From an optimization exercise on the open Yosys and OpenROAD flow, aimed at small area and a short achievable clock period; shortcuts taken in it are not production practice.
Function was checked by simulation only, so behaviour that the tests miss may differ from the original.
No activity file was given, so power comes from the tool's default toggle rates.

==> run a <==
## cpu
module cpu(clk, rst, display, f, imem_addr, imem_data, dmem_addr, dmem_we, dmem_wdata, dmem_rdata);
	input clk, rst;
	input [3:0] display;
	output [31:0] f;
	output [5:0] imem_addr;
	input [31:0] imem_data;
	output [5:0] dmem_addr;
	output dmem_we;
	output [31:0] dmem_wdata;
	input [31:0] dmem_rdata;
	reg [31:0] PC;
	reg [1023:0] rf;
	reg [31:0] valid;
	wire [31:0] I = imem_data;
	wire [5:0] opcode = I[31:26];
	wire [4:0] rs = I[25:21];
	wire [4:0] rt = I[20:16];
	wire [4:0] rd = I[15:11];
	wire [5:0] func = I[5:0];
	wire [15:0] imm = I[15:0];
	wire op_r    = opcode == 6'b000000;
	wire op_j    = opcode == 6'b000010;
	wire op_jal  = opcode == 6'b000011;
	wire op_addi = opcode == 6'b001000;
	wire op_andi = opcode == 6'b001100;
	wire op_xori = opcode == 6'b001110;
	wire op_sltiu= opcode == 6'b001011;
	wire op_lw   = opcode == 6'b100011;
	wire op_sw   = opcode == 6'b101011;
	wire op_beq  = opcode == 6'b000100;
	wire op_bne  = opcode == 6'b000101;
	wire f_sub  = op_r & (func == 6'b100010);
	wire f_and  = op_r & (func == 6'b100100);
	wire f_or   = op_r & (func == 6'b100101);
	wire f_xor  = op_r & (func == 6'b100110);
	wire f_nor  = op_r & (func == 6'b100111);
	wire f_sltu = op_r & (func == 6'b101011);
	wire f_sllv = op_r & (func == 6'b000100);
  ...
clock: 12.0 ns
lec_check: 0
cap_margin: 10
core_margin: 2
core_utilization: 55
cts_buf_list: sky130_fd_sc_hd__clkbuf_8
cts_cluster_diameter: 50
cts_cluster_size: 16
place_density: 0.65
setup_slack_margin: 2.0
slew_margin: 10
synth_hierarchical: 1
standard.sh (not shown) runs the stock make flow with config.mk's settings and CLKGATE_MAP_FILE= SYNTH_SCRIPT=/design/flow/synth_recipe.tcl, a recipe that flattens the netlist after the stock synthesis.
==> flow/flow/run.sh <==
#!/bin/bash
# Layout flow: the standard ORFS flow (standard.sh: standard synthesis, floorplan, place,
# CTS, route, finish), unchanged except that buffer_ports buffers the ports with plain
# buffers (sky130 buf_1, which the resizer may size up later) instead of the delay buffers
# (clkdlybuf4s50_1) it picks on its own. Every port still gets its buffer.
# make's output goes to standard_flow.log; ORFS keeps each step's full log under orfs/logs/.
set -euo pipefail
export BUFFER_PORTS_ARGS="-buffer_cell sky130_fd_sc_hd__buf_1"
bash standard.sh finish > standard_flow.log 2>&1
==> inputs of run b, as changes to run a <==
--- a/flow/design.v
+++ b/flow/design.v
@@ -741,42 +741,43 @@
 	g_xnor2 us26(.a(p0_26), .b(g5_25), .y(s[26]));
 	g_xnor2 us27(.a(p0_27), .b(g5_26), .y(s[27]));
 	g_xnor2 us28(.a(p0_28), .b(g5_27), .y(s[28]));
 	g_xnor2 us29(.a(p0_29), .b(g5_28), .y(s[29]));
 	g_xnor2 us30(.a(p0_30), .b(g5_29), .y(s[30]));
 	g_xnor2 us31(.a(p0_31), .b(g5_30), .y(s[31]));
 	assign coutn = g5_31;
 endmodule
-module shl32(input [31:0] bn, input [4:0] s, input [4:0] sn, output [31:0] y);
+module shl32(input [31:0] bn, input [4:0] s, output [31:0] y);
 	wire [31:0] l0, l1, l2, l3;
+	wire [4:0] sn = ~s;
 	genvar i;
 	generate for (i = 0; i < 32; i = i + 1) begin : st
 		if (i >= 1) begin : a0
-			g_mux2i m(.a0(bn[i-1]), .a1(bn[i]), .s(sn[0]), .y(l0[i]));
+			g_mux2i m(.a0(bn[i]), .a1(bn[i-1]), .s(s[0]), .y(l0[i]));
 		end else begin : z0
 			g_nor2 m(.a(bn[i]), .b(s[0]), .y(l0[i]));
 		end
 		if (i >= 2) begin : a1
-			g_mux2i m(.a0(l0[i-2]), .a1(l0[i]), .s(sn[1]), .y(l1[i]));
+			g_mux2i m(.a0(l0[i]), .a1(l0[i-2]), .s(s[1]), .y(l1[i]));
 		end else begin : z1
 			g_nand2 m(.a(l0[i]), .b(sn[1]), .y(l1[i]));
 		end
 		if (i >= 4) begin : a2
-			g_mux2i m(.a0(l1[i-4]), .a1(l1[i]), .s(sn[2]), .y(l2[i]));
+			g_mux2i m(.a0(l1[i]), .a1(l1[i-4]), .s(s[2]), .y(l2[i]));
 		end else begin : z2
 			g_nor2 m(.a(l1[i]), .b(s[2]), .y(l2[i]));
 		end
 		if (i >= 8) begin : a3
-			g_mux2i m(.a0(l2[i-8]), .a1(l2[i]), .s(sn[3]), .y(l3[i]));
+			g_mux2i m(.a0(l2[i]), .a1(l2[i-8]), .s(s[3]), .y(l3[i]));
 		end else begin : z3
 			g_nand2 m(.a(l2[i]), .b(sn[3]), .y(l3[i]));
 		end
 		if (i >= 16) begin : a4
-			g_mux2i m(.a0(l3[i-16]), .a1(l3[i]), .s(sn[4]), .y(y[i]));
+			g_mux2i m(.a0(l3[i]), .a1(l3[i-16]), .s(s[4]), .y(y[i]));
 		end else begin : z4
 			g_nor2 m(.a(l3[i]), .b(s[4]), .y(y[i]));
 		end
 	end endgenerate
 endmodule
 module cpu(clk, rst, display, f, imem_addr, imem_data, dmem_addr, dmem_we, dmem_wdata, dmem_rdata);
 	input clk, rst;
 	input [3:0] display;
@@ -855,17 +856,17 @@
 		g_a222oi u(.a1(s_bimm), .a2(immx[gb]), .b1(s_badd), .b2(RB[gb]), .c1(s_bsub), .c2(RBn[gb]), .y(Bxn[gb]));
 	end endgenerate
 	wire [31:0] Bx = ~Bxn;
 	wire [31:0] S, g, p;
 	wire coutn;
 	ksadd adder(.an(An), .bn(Bxn), .cin(do_sub), .s(S), .coutn(coutn), .g(g), .p(p));
 	wire lt = coutn;
 	wire [31:0] shl_raw;
-	shl32 shifter(.bn(Bxn), .s(A[4:0]), .sn(An[4:0]), .y(shl_raw));
+	shl32 shifter(.bn(Bxn), .s(A[4:0]), .y(shl_raw));
 	wire big = |A[31:5];
 	wire [31:0] shl = big ? 32'b0 : shl_raw;
 	wire [31:0] AorB = g | p;
 	wire [31:0] L = ({32{alu_and}} & g)
 	              | ({32{alu_or}}  & AorB)
 	              | ({32{alu_xor}} & p)
 	              | ({32{alu_nor}} & ~AorB);
 	wire [31:0] F = ({32{alu_ari}} & S)
==> flow/config.mk (replaced) <==
export PLATFORM = sky130hd
export DESIGN_NAME = cpu
export DESIGN_NICKNAME = cpu
export VERILOG_FILES = /design/flow/design.v
export SDC_FILE = /design/flow/constraint.sdc
export NUM_CORES = 4
export LEC_CHECK = 0
export CAP_MARGIN = 20
export CORE_MARGIN = 2
export CORE_UTILIZATION = 55
export CTS_BUF_LIST = sky130_fd_sc_hd__clkbuf_8
export CTS_CLUSTER_DIAMETER = 50
export CTS_CLUSTER_SIZE = 16
export PLACE_DENSITY = 0.65
export SETUP_SLACK_MARGIN = 2.0
export SLEW_MARGIN = 20
export SYNTH_HIERARCHICAL = 1
==> inputs of run c, as changes to run a <==
--- a/flow/design.v
+++ b/flow/design.v
@@ -741,42 +741,43 @@
 	g_xnor2 us26(.a(p0_26), .b(g5_25), .y(s[26]));
 	g_xnor2 us27(.a(p0_27), .b(g5_26), .y(s[27]));
 	g_xnor2 us28(.a(p0_28), .b(g5_27), .y(s[28]));
 	g_xnor2 us29(.a(p0_29), .b(g5_28), .y(s[29]));
 	g_xnor2 us30(.a(p0_30), .b(g5_29), .y(s[30]));
 	g_xnor2 us31(.a(p0_31), .b(g5_30), .y(s[31]));
 	assign coutn = g5_31;
 endmodule
-module shl32(input [31:0] bn, input [4:0] s, input [4:0] sn, output [31:0] y);
+module shl32(input [31:0] bn, input [4:0] s, output [31:0] y);
 	wire [31:0] l0, l1, l2, l3;
+	wire [4:0] sn = ~s;
 	genvar i;
 	generate for (i = 0; i < 32; i = i + 1) begin : st
 		if (i >= 1) begin : a0
-			g_mux2i m(.a0(bn[i-1]), .a1(bn[i]), .s(sn[0]), .y(l0[i]));
+			g_mux2i m(.a0(bn[i]), .a1(bn[i-1]), .s(s[0]), .y(l0[i]));
 		end else begin : z0
 			g_nor2 m(.a(bn[i]), .b(s[0]), .y(l0[i]));
 		end
 		if (i >= 2) begin : a1
-			g_mux2i m(.a0(l0[i-2]), .a1(l0[i]), .s(sn[1]), .y(l1[i]));
+			g_mux2i m(.a0(l0[i]), .a1(l0[i-2]), .s(s[1]), .y(l1[i]));
 		end else begin : z1
 			g_nand2 m(.a(l0[i]), .b(sn[1]), .y(l1[i]));
 		end
 		if (i >= 4) begin : a2
-			g_mux2i m(.a0(l1[i-4]), .a1(l1[i]), .s(sn[2]), .y(l2[i]));
+			g_mux2i m(.a0(l1[i]), .a1(l1[i-4]), .s(s[2]), .y(l2[i]));
 		end else begin : z2
 			g_nor2 m(.a(l1[i]), .b(s[2]), .y(l2[i]));
 		end
 		if (i >= 8) begin : a3
-			g_mux2i m(.a0(l2[i-8]), .a1(l2[i]), .s(sn[3]), .y(l3[i]));
+			g_mux2i m(.a0(l2[i]), .a1(l2[i-8]), .s(s[3]), .y(l3[i]));
 		end else begin : z3
 			g_nand2 m(.a(l2[i]), .b(sn[3]), .y(l3[i]));
 		end
 		if (i >= 16) begin : a4
-			g_mux2i m(.a0(l3[i-16]), .a1(l3[i]), .s(sn[4]), .y(y[i]));
+			g_mux2i m(.a0(l3[i]), .a1(l3[i-16]), .s(s[4]), .y(y[i]));
 		end else begin : z4
 			g_nor2 m(.a(l3[i]), .b(s[4]), .y(y[i]));
 		end
 	end endgenerate
 endmodule
 module cpu(clk, rst, display, f, imem_addr, imem_data, dmem_addr, dmem_we, dmem_wdata, dmem_rdata);
 	input clk, rst;
 	input [3:0] display;
@@ -855,17 +856,17 @@
 		g_a222oi u(.a1(s_bimm), .a2(immx[gb]), .b1(s_badd), .b2(RB[gb]), .c1(s_bsub), .c2(RBn[gb]), .y(Bxn[gb]));
 	end endgenerate
 	wire [31:0] Bx = ~Bxn;
 	wire [31:0] S, g, p;
 	wire coutn;
 	ksadd adder(.an(An), .bn(Bxn), .cin(do_sub), .s(S), .coutn(coutn), .g(g), .p(p));
 	wire lt = coutn;
 	wire [31:0] shl_raw;
-	shl32 shifter(.bn(Bxn), .s(A[4:0]), .sn(An[4:0]), .y(shl_raw));
+	shl32 shifter(.bn(Bxn), .s(A[4:0]), .y(shl_raw));
 	wire big = |A[31:5];
 	wire [31:0] shl = big ? 32'b0 : shl_raw;
 	wire [31:0] AorB = g | p;
 	wire [31:0] L = ({32{alu_and}} & g)
 	              | ({32{alu_or}}  & AorB)
 	              | ({32{alu_xor}} & p)
 	              | ({32{alu_nor}} & ~AorB);
 	wire [31:0] F = ({32{alu_ari}} & S)
==> flow/config.mk (replaced) <==
export PLATFORM = sky130hd
export DESIGN_NAME = cpu
export DESIGN_NICKNAME = cpu
export VERILOG_FILES = /design/flow/design.v
export SDC_FILE = /design/flow/constraint.sdc
export NUM_CORES = 4
export LEC_CHECK = 0
export CAP_MARGIN = 20
export CORE_MARGIN = 2
export CORE_UTILIZATION = 60
export CTS_BUF_LIST = sky130_fd_sc_hd__clkbuf_8
export CTS_CLUSTER_DIAMETER = 50
export CTS_CLUSTER_SIZE = 16
export PLACE_DENSITY = 0.7
export SETUP_SLACK_MARGIN = 2.0
export SLEW_MARGIN = 20
export SYNTH_HIERARCHICAL = 1
==> inputs of run d, as changes to run a <==
--- a/flow/design.v
+++ b/flow/design.v
@@ -741,42 +741,43 @@
 	g_xnor2 us26(.a(p0_26), .b(g5_25), .y(s[26]));
 	g_xnor2 us27(.a(p0_27), .b(g5_26), .y(s[27]));
 	g_xnor2 us28(.a(p0_28), .b(g5_27), .y(s[28]));
 	g_xnor2 us29(.a(p0_29), .b(g5_28), .y(s[29]));
 	g_xnor2 us30(.a(p0_30), .b(g5_29), .y(s[30]));
 	g_xnor2 us31(.a(p0_31), .b(g5_30), .y(s[31]));
 	assign coutn = g5_31;
 endmodule
-module shl32(input [31:0] bn, input [4:0] s, input [4:0] sn, output [31:0] y);
+module shl32(input [31:0] bn, input [4:0] s, output [31:0] y);
 	wire [31:0] l0, l1, l2, l3;
+	wire [4:0] sn = ~s;
 	genvar i;
 	generate for (i = 0; i < 32; i = i + 1) begin : st
 		if (i >= 1) begin : a0
-			g_mux2i m(.a0(bn[i-1]), .a1(bn[i]), .s(sn[0]), .y(l0[i]));
+			g_mux2i m(.a0(bn[i]), .a1(bn[i-1]), .s(s[0]), .y(l0[i]));
 		end else begin : z0
 			g_nor2 m(.a(bn[i]), .b(s[0]), .y(l0[i]));
 		end
 		if (i >= 2) begin : a1
-			g_mux2i m(.a0(l0[i-2]), .a1(l0[i]), .s(sn[1]), .y(l1[i]));
+			g_mux2i m(.a0(l0[i]), .a1(l0[i-2]), .s(s[1]), .y(l1[i]));
 		end else begin : z1
 			g_nand2 m(.a(l0[i]), .b(sn[1]), .y(l1[i]));
 		end
 		if (i >= 4) begin : a2
-			g_mux2i m(.a0(l1[i-4]), .a1(l1[i]), .s(sn[2]), .y(l2[i]));
+			g_mux2i m(.a0(l1[i]), .a1(l1[i-4]), .s(s[2]), .y(l2[i]));
 		end else begin : z2
 			g_nor2 m(.a(l1[i]), .b(s[2]), .y(l2[i]));
 		end
 		if (i >= 8) begin : a3
-			g_mux2i m(.a0(l2[i-8]), .a1(l2[i]), .s(sn[3]), .y(l3[i]));
+			g_mux2i m(.a0(l2[i]), .a1(l2[i-8]), .s(s[3]), .y(l3[i]));
 		end else begin : z3
 			g_nand2 m(.a(l2[i]), .b(sn[3]), .y(l3[i]));
 		end
 		if (i >= 16) begin : a4
-			g_mux2i m(.a0(l3[i-16]), .a1(l3[i]), .s(sn[4]), .y(y[i]));
+			g_mux2i m(.a0(l3[i]), .a1(l3[i-16]), .s(s[4]), .y(y[i]));
 		end else begin : z4
 			g_nor2 m(.a(l3[i]), .b(s[4]), .y(y[i]));
 		end
 	end endgenerate
 endmodule
 module cpu(clk, rst, display, f, imem_addr, imem_data, dmem_addr, dmem_we, dmem_wdata, dmem_rdata);
 	input clk, rst;
 	input [3:0] display;
@@ -855,17 +856,17 @@
 		g_a222oi u(.a1(s_bimm), .a2(immx[gb]), .b1(s_badd), .b2(RB[gb]), .c1(s_bsub), .c2(RBn[gb]), .y(Bxn[gb]));
 	end endgenerate
 	wire [31:0] Bx = ~Bxn;
 	wire [31:0] S, g, p;
 	wire coutn;
 	ksadd adder(.an(An), .bn(Bxn), .cin(do_sub), .s(S), .coutn(coutn), .g(g), .p(p));
 	wire lt = coutn;
 	wire [31:0] shl_raw;
-	shl32 shifter(.bn(Bxn), .s(A[4:0]), .sn(An[4:0]), .y(shl_raw));
+	shl32 shifter(.bn(Bxn), .s(A[4:0]), .y(shl_raw));
 	wire big = |A[31:5];
 	wire [31:0] shl = big ? 32'b0 : shl_raw;
 	wire [31:0] AorB = g | p;
 	wire [31:0] L = ({32{alu_and}} & g)
 	              | ({32{alu_or}}  & AorB)
 	              | ({32{alu_xor}} & p)
 	              | ({32{alu_nor}} & ~AorB);
 	wire [31:0] F = ({32{alu_ari}} & S)
==> flow/config.mk (replaced) <==
export PLATFORM = sky130hd
export DESIGN_NAME = cpu
export DESIGN_NICKNAME = cpu
export VERILOG_FILES = /design/flow/design.v
export SDC_FILE = /design/flow/constraint.sdc
export NUM_CORES = 4
export LEC_CHECK = 0
export CAP_MARGIN = 20
export CORE_MARGIN = 2
export CORE_UTILIZATION = 55
export CTS_BUF_LIST = sky130_fd_sc_hd__clkbuf_8
export CTS_CLUSTER_DIAMETER = 50
export CTS_CLUSTER_SIZE = 16
export PLACE_DENSITY = 0.72
export SETUP_SLACK_MARGIN = 2.0
export SLEW_MARGIN = 20
export SYNTH_HIERARCHICAL = 1
==> run summary <==
Met1 Routed Length: run d 75960 um; run c 74360 um; run b 82940 um; run a 83170 um
Clock latency on the worst-skew pair: run d 0.85 ns; run c 0.84 ns; run b 0.85 ns; run a 0.85 ns
Amount of wire on met3 after detailed routing: run d 42770 um; run c 45140 um; run b 40940 um; run a 41960 um
RSZ-0062 raised after global routing: run d true; run c true; run b false; run a true
Row cnt: run d 114; run c 109; run b 114; run a 114
Clkbuf count: run d 109; run c 103; run b 108; run a 102
Antenna-violating nets left: run d 0; run c 0; run b 0; run a 1
Top cell by count, worst path: run d sky130_fd_sc_hd__buf_4; run c -; run b sky130_fd_sc_hd__mux2i_1; run a sky130_fd_sc_hd__buf_4
Number of buffers created by CTS: run d 104; run c 101; run b 104; run a 100
Die extent in x: run d 316.0 um; run c 302.7 um; run b 316.0 um; run a 316.0 um
Status: run d timing/DRC/antenna clean; run c timing/DRC/antenna clean; run b timing/DRC/antenna clean; run a finished with violations
Reasons for failing layout checks: run d -; run c -; run b -; run a antenna violations
Number of global-route vias before repair: run d 42965; run c 42826; run b 42266; run a 42527
Total Wirelength: run d 239100 um; run c 235400 um; run b 248000 um; run a 245400 um
Global-route wire length before repair: run d 327000 um; run c 322900 um; run b 335500 um; run a 331500 um
Portion of synthesized cell area occupied by the leading cell type: run d 57.44%; run c 57.44%; run b 57.44%; run a 57.45%
Via/cell ratio: run d 8.220; run c 8.436; run b 8.178; run a 8.193
Min-Delay Startpoint: run d valid[6]; run c valid[28]; run b valid[6]; run a valid[10]
Non-clk bufs: run d 554; run c 500; run b 517; run a 521
Net switching power: run d 0.004893 W; run c 0.004873 W; run b 0.005029 W; run a 0.005003 W

## static timing again, ports no longer ideal
The results above use ideal ports. As a check the final layouts listed here were re-extracted and re-timed, cells and wires unchanged. Step 1, drivers: a clkbuf_16 drives clk and a buf_2 each remaining input, both assumed. Step 2, shift: input delay + t, output delay - t, t = (earliest + latest rising clock arrival at the registers) / 2. This alone moves slack from input paths to output paths. Three values: ideal, step 1, step 2; two values: the first two.
run	t (ns)	setup slack, ns	cell pins on the clock port's net
run a	0.873	1.766 / 1.673 / 1.673	1
run b	0.889	1.894 / 1.792 / 1.792	1
run c	0.875	1.865 / 1.762 / 1.762	1
run d	0.881	1.847 / 1.752 / 1.752	1
The setup slack of run c, which loses most, moves by -0.103 ns with the drivers and by -0.103 ns with both steps.
